From an optimization exercise on the open Yosys and OpenROAD flow, aimed at small area and a short achievable clock period; shortcuts taken in it are not production practice.
RTL that was checked went through simulation tests only; none was proved equivalent to the original.
No activity file was given, so power comes from the tool's default toggle rates.

==> module Location, before the edit <==
module Location(
	input wire rightBtn,
	input wire leftBtn,
	input wire upBtn,
	input wire downBtn,
	input wire crightBtn,
	input wire cleftBtn,
	input wire cupBtn,
	input wire cdownBtn,
	input wire clock,
	input wire reset,
	output wire [3:0] CatX,
	output wire [3:0] CatY,
	output wire [3:0] MouseX,
	output wire [3:0] MouseY,
	output wire [3:0] GoalX,
	output wire [3:0] GoalY,
	output wire [13:0] Score,
	output wire GameOver,
	output wire [3:0] nCatX,
	output wire [3:0] nCatY,
	output wire [3:0] nMouseX,
	output wire [3:0] nMouseY,
	output wire [3:0] nGoalX,
	output wire [3:0] nGoalY,
	output wire nGameOver
);
reg [3:0] mx, my, cx, cy, gx, gy;
reg [13:0] sc;
reg go;
reg [5:0] cc;
wire mslot, cslot;
wire [3:0] r15, r12;
step_slots steps(
	.clk(clock),
	.reset(reset),
	.cc(cc),
	.mslot(mslot),
	.cslot(cslot),
	.r15(r15),
	.r12(r12)
);
function [3:0] inc4;
	input [3:0] a;
	inc4 = a ^ {&a[2:0], &a[1:0], a[0], 1'b1};
endfunction
function [3:0] dec4;
	input [3:0] a;
	dec4 = a ^ {~|a[2:0], ~|a[1:0], ~a[0], 1'b1};
endfunction
function [13:0] add14;
	input [13:0] a;
	input [13:0] b;
	integer i;
	reg c;
	begin
		c = 1'b0;
		for (i = 0; i < 14; i = i + 1) begin
			add14[i] = a[i] ^ b[i] ^ c;
			c = (a[i] & b[i]) | (c & (a[i] ^ b[i]));
		end
	end
endfunction
function [13:0] dec14;
	input [13:0] a;
	integer i;
	reg b;
	begin
		b = 1'b1;
		for (i = 0; i < 14; i = i + 1) begin
			dec14[i] = a[i] ^ b;
			b = b & ~a[i];
		end
	end
endfunction
function [13:0] bonus;
	input [3:0] x;
	input [3:0] y;
	bonus = add14(add14(14'd50, {10'd0, x}), {10'd0, y});
endfunction
wire mact = mslot & ~go;
wire [3:0] myU = dec4(my), myD = inc4(my), mxR = inc4(mx), mxL = dec4(mx);
wire mwU, mwR, mwD, mwL;
walls4 mwalls(.x(mx), .y(my), .wU(mwU), .wR(mwR), .wD(mwD), .wL(mwL));
wire mokU = ~mwU, mokR = ~mwR, mokD = ~mwD, mokL = ~mwL;
wire mbtn = upBtn | rightBtn | downBtn | leftBtn;
wire mgoU = mact & upBtn & mokU;
wire mgoR = mact & ~upBtn & rightBtn & mokR;
wire mgoD = mact & ~upBtn & ~rightBtn & downBtn & mokD;
wire mgoL = mact & ~upBtn & ~rightBtn & ~downBtn & leftBtn & mokL;
wire mstx = ~(mgoR | mgoL);
wire msty = ~(mgoU | mgoD);
wire [3:0] mxn = mgoR ? mxR : (mgoL ? mxL : mx);
wire [3:0] myn = mgoU ? myU : (mgoD ? myD : my);
wire cact = cslot & ~go;
wire [3:0] cyU = dec4(cy), cyD = inc4(cy), cxR = inc4(cx), cxL = dec4(cx);
wire cwU, cwR, cwD, cwL;
walls4 cwalls(.x(cx), .y(cy), .wU(cwU), .wR(cwR), .wD(cwD), .wL(cwL));
wire cokU = ~cwU, cokR = ~cwR, cokD = ~cwD, cokL = ~cwL;
wire cgoU = cact & cupBtn & cokU;
wire cgoR = cact & ~cupBtn & crightBtn & cokR;
wire cgoD = cact & ~cupBtn & ~crightBtn & cdownBtn & cokD;
wire cgoL = cact & ~cupBtn & ~crightBtn & ~cdownBtn & cleftBtn & cokL;
wire cstx = ~(cgoR | cgoL);
wire csty = ~(cgoU | cgoD);
wire [3:0] cxn = cgoR ? cxR : (cgoL ? cxL : cx);
wire [3:0] cyn = cgoU ? cyU : (cgoD ? cyD : cy);
wire caught = cact & (cxn == mxn) & (cyn == myn);
function within1;
	input [3:0] a;
	input [3:0] b;
	within1 = (a == b) | ((a == inc4(b)) & (b != 4'd15)) | ((inc4(a) == b) & (a != 4'd15));
endfunction
wire near = within1(cxn, gx) & within1(cyn, gy);
wire eat = near ? ((mxn == r15) & (myn == r12)) : ((mxn == gx) & (myn == gy));
wire dec = mact & (|sc) & (mbtn | (sc == 14'd1));
wire [13:0] scm1 = dec14(sc);
wire [13:0] addg = add14(sc, bonus(gx, gy));
wire [13:0] addr = add14(sc, bonus(r15, r12));
wire [13:0] addg1 = dec14(addg);
wire [13:0] addr1 = dec14(addr);
wire [13:0] sc2 = eat ? (near ? (dec ? addr1 : addr) : (dec ? addg1 : addg)) : (dec ? scm1 : sc);
wire gwall;
wallg gwalls(.x(gx), .y(gy), .w(gwall));
wire gmove = near | eat | gwall;
always @(posedge clock or posedge reset) begin
	if (reset) begin
		mx <= 4'd5;
		my <= 4'd3;
		cx <= 4'd9;
		cy <= 4'd11;
		gx <= 4'd14;
		gy <= 4'd10;
		sc <= 14'd0;
		go <= 1'b0;
		cc <= 6'd0;
	end else begin
		mx <= mxn;
		my <= myn;
		cx <= cxn;
		cy <= cyn;
		if (gmove) begin
			gx <= r15;
			gy <= r12;
		end
		sc <= sc2;
		go <= go | caught;
		if (eat) cc <= cc ^ {&cc[4:0], &cc[3:0], &cc[2:0], &cc[1:0], cc[0], 1'b1};
	end
end
assign CatX = cx;
assign CatY = cy;
assign MouseX = mx;
assign MouseY = my;
assign GoalX = gx;
assign GoalY = gy;
assign Score = sc;
assign GameOver = go;
assign nCatX = cxn;
assign nCatY = cyn;
assign nMouseX = mxn;
assign nMouseY = myn;
assign nGoalX = gmove ? r15 : gx;
assign nGoalY = gmove ? r12 : gy;
assign nGameOver = go | caught;
endmodule
make LEC_CHECK=0 ABC_AREA=1 CAP_MARGIN=20 CORE_MARGIN=2 CORE_UTILIZATION=40 SLEW_MARGIN=20 finish   # period 90.0 ns
run.sh (not shown) runs the stock make flow with config.mk's settings and CLKGATE_MAP_FILE= SYNTH_SCRIPT=/design/flow/synth_recipe.tcl, a recipe that flattens the netlist after the stock synthesis.
==> next run, changes <==
--- a/flow/design.v
+++ b/flow/design.v
@@ -660,18 +660,30 @@
 wire cgoL = cact & ~cupBtn & ~crightBtn & ~cdownBtn & cleftBtn & cokL;
 wire cstx = ~(cgoR | cgoL);
 wire csty = ~(cgoU | cgoD);
 wire [3:0] cxn = cgoR ? cxR : (cgoL ? cxL : cx);
 wire [3:0] cyn = cgoU ? cyU : (cgoD ? cyD : cy);
-wire caught = cact & (cxn == mxn) & (cyn == myn);
+wire eqx = ((mstx & cstx | mgoR & cgoR | mgoL & cgoL) & (mx == cx)) |
+           (mstx & cgoR & (mx == cxR)) | (mgoL & cstx & (mxL == cx)) | (mgoL & cgoR & (mxL == cxR)) |
+           (mstx & cgoL & (mx == cxL)) | (mgoR & cstx & (mxR == cx)) | (mgoR & cgoL & (mxR == cxL));
+wire eqy = ((msty & csty | mgoD & cgoD | mgoU & cgoU) & (my == cy)) |
+           (msty & cgoD & (my == cyD)) | (mgoU & csty & (myU == cy)) | (mgoU & cgoD & (myU == cyD)) |
+           (msty & cgoU & (my == cyU)) | (mgoD & csty & (myD == cy)) | (mgoD & cgoU & (myD == cyU));
+wire caught = cact & eqx & eqy;
 function within1;
 	input [3:0] a;
 	input [3:0] b;
 	within1 = (a == b) | ((a == inc4(b)) & (b != 4'd15)) | ((inc4(a) == b) & (a != 4'd15));
 endfunction
-wire near = within1(cxn, gx) & within1(cyn, gy);
-wire eat = near ? ((mxn == r15) & (myn == r12)) : ((mxn == gx) & (myn == gy));
+wire nearx = (cstx & within1(cx, gx)) | (cgoR & within1(cxR, gx)) | (cgoL & within1(cxL, gx));
+wire neary = (csty & within1(cy, gy)) | (cgoU & within1(cyU, gy)) | (cgoD & within1(cyD, gy));
+wire near = nearx & neary;
+wire eatgx = (mstx & (mx == gx)) | (mgoR & (mxR == gx)) | (mgoL & (mxL == gx));
+wire eatgy = (msty & (my == gy)) | (mgoU & (myU == gy)) | (mgoD & (myD == gy));
+wire eatrx = (mstx & (mx == r15)) | (mgoR & (mxR == r15)) | (mgoL & (mxL == r15));
+wire eatry = (msty & (my == r12)) | (mgoU & (myU == r12)) | (mgoD & (myD == r12));
+wire eat = near ? (eatrx & eatry) : (eatgx & eatgy);
 wire dec = mact & (|sc) & (mbtn | (sc == 14'd1));
 wire [13:0] scm1 = dec14(sc);
 wire [13:0] addg = add14(sc, bonus(gx, gy));
 wire [13:0] addr = add14(sc, bonus(r15, r12));
 wire [13:0] addg1 = dec14(addg);
What happened: The new run completed with no timing, DRC or antenna violations. Power goes up by 3.0%. Sequential cell count stays the same. Die area is higher by 5.4%. Register-to-register slack gets better by 150 ps. Worst hold slack degrades by 3.9 ps.
No functional check of the RTL was part of the first run of this note.

separate check: timing with driven ports:
No port has a modelled driver above. Below, the same layouts with a new extraction and two added sets of constraints.
Step 1 sets driving cells, clkbuf_16 on the clock port and buf_2 on the other inputs (assumed; they add their load-dependent delay and slew).
Step 2 adds t to the input delays and takes it off the output delays; t is the mean of the earliest and latest rising clock arrival at the registers after step 1. Input paths then give back, and output paths get back, about the clock's delay inside the block.
a / b / c = ideal ports / drivers / drivers and shift; a / b = the first two.
| run | shift t [ns] | setup WS [ns] | worst data-port slew with drivers (ns) | pins driven straight from the clock port |
|---|---|---|---|---|
| the first run | 0.591 | 67.865 / 67.897 / 67.306 | 0.05 | 1 |
| the second run | 0.607 | 68.696 / 68.718 / 68.111 | 0.04 | 1 |
After both steps every run listed still meets setup and hold. For the second run, which loses most, drivers alone change the setup slack by +0.022 ns; drivers and shift together by -0.585 ns.
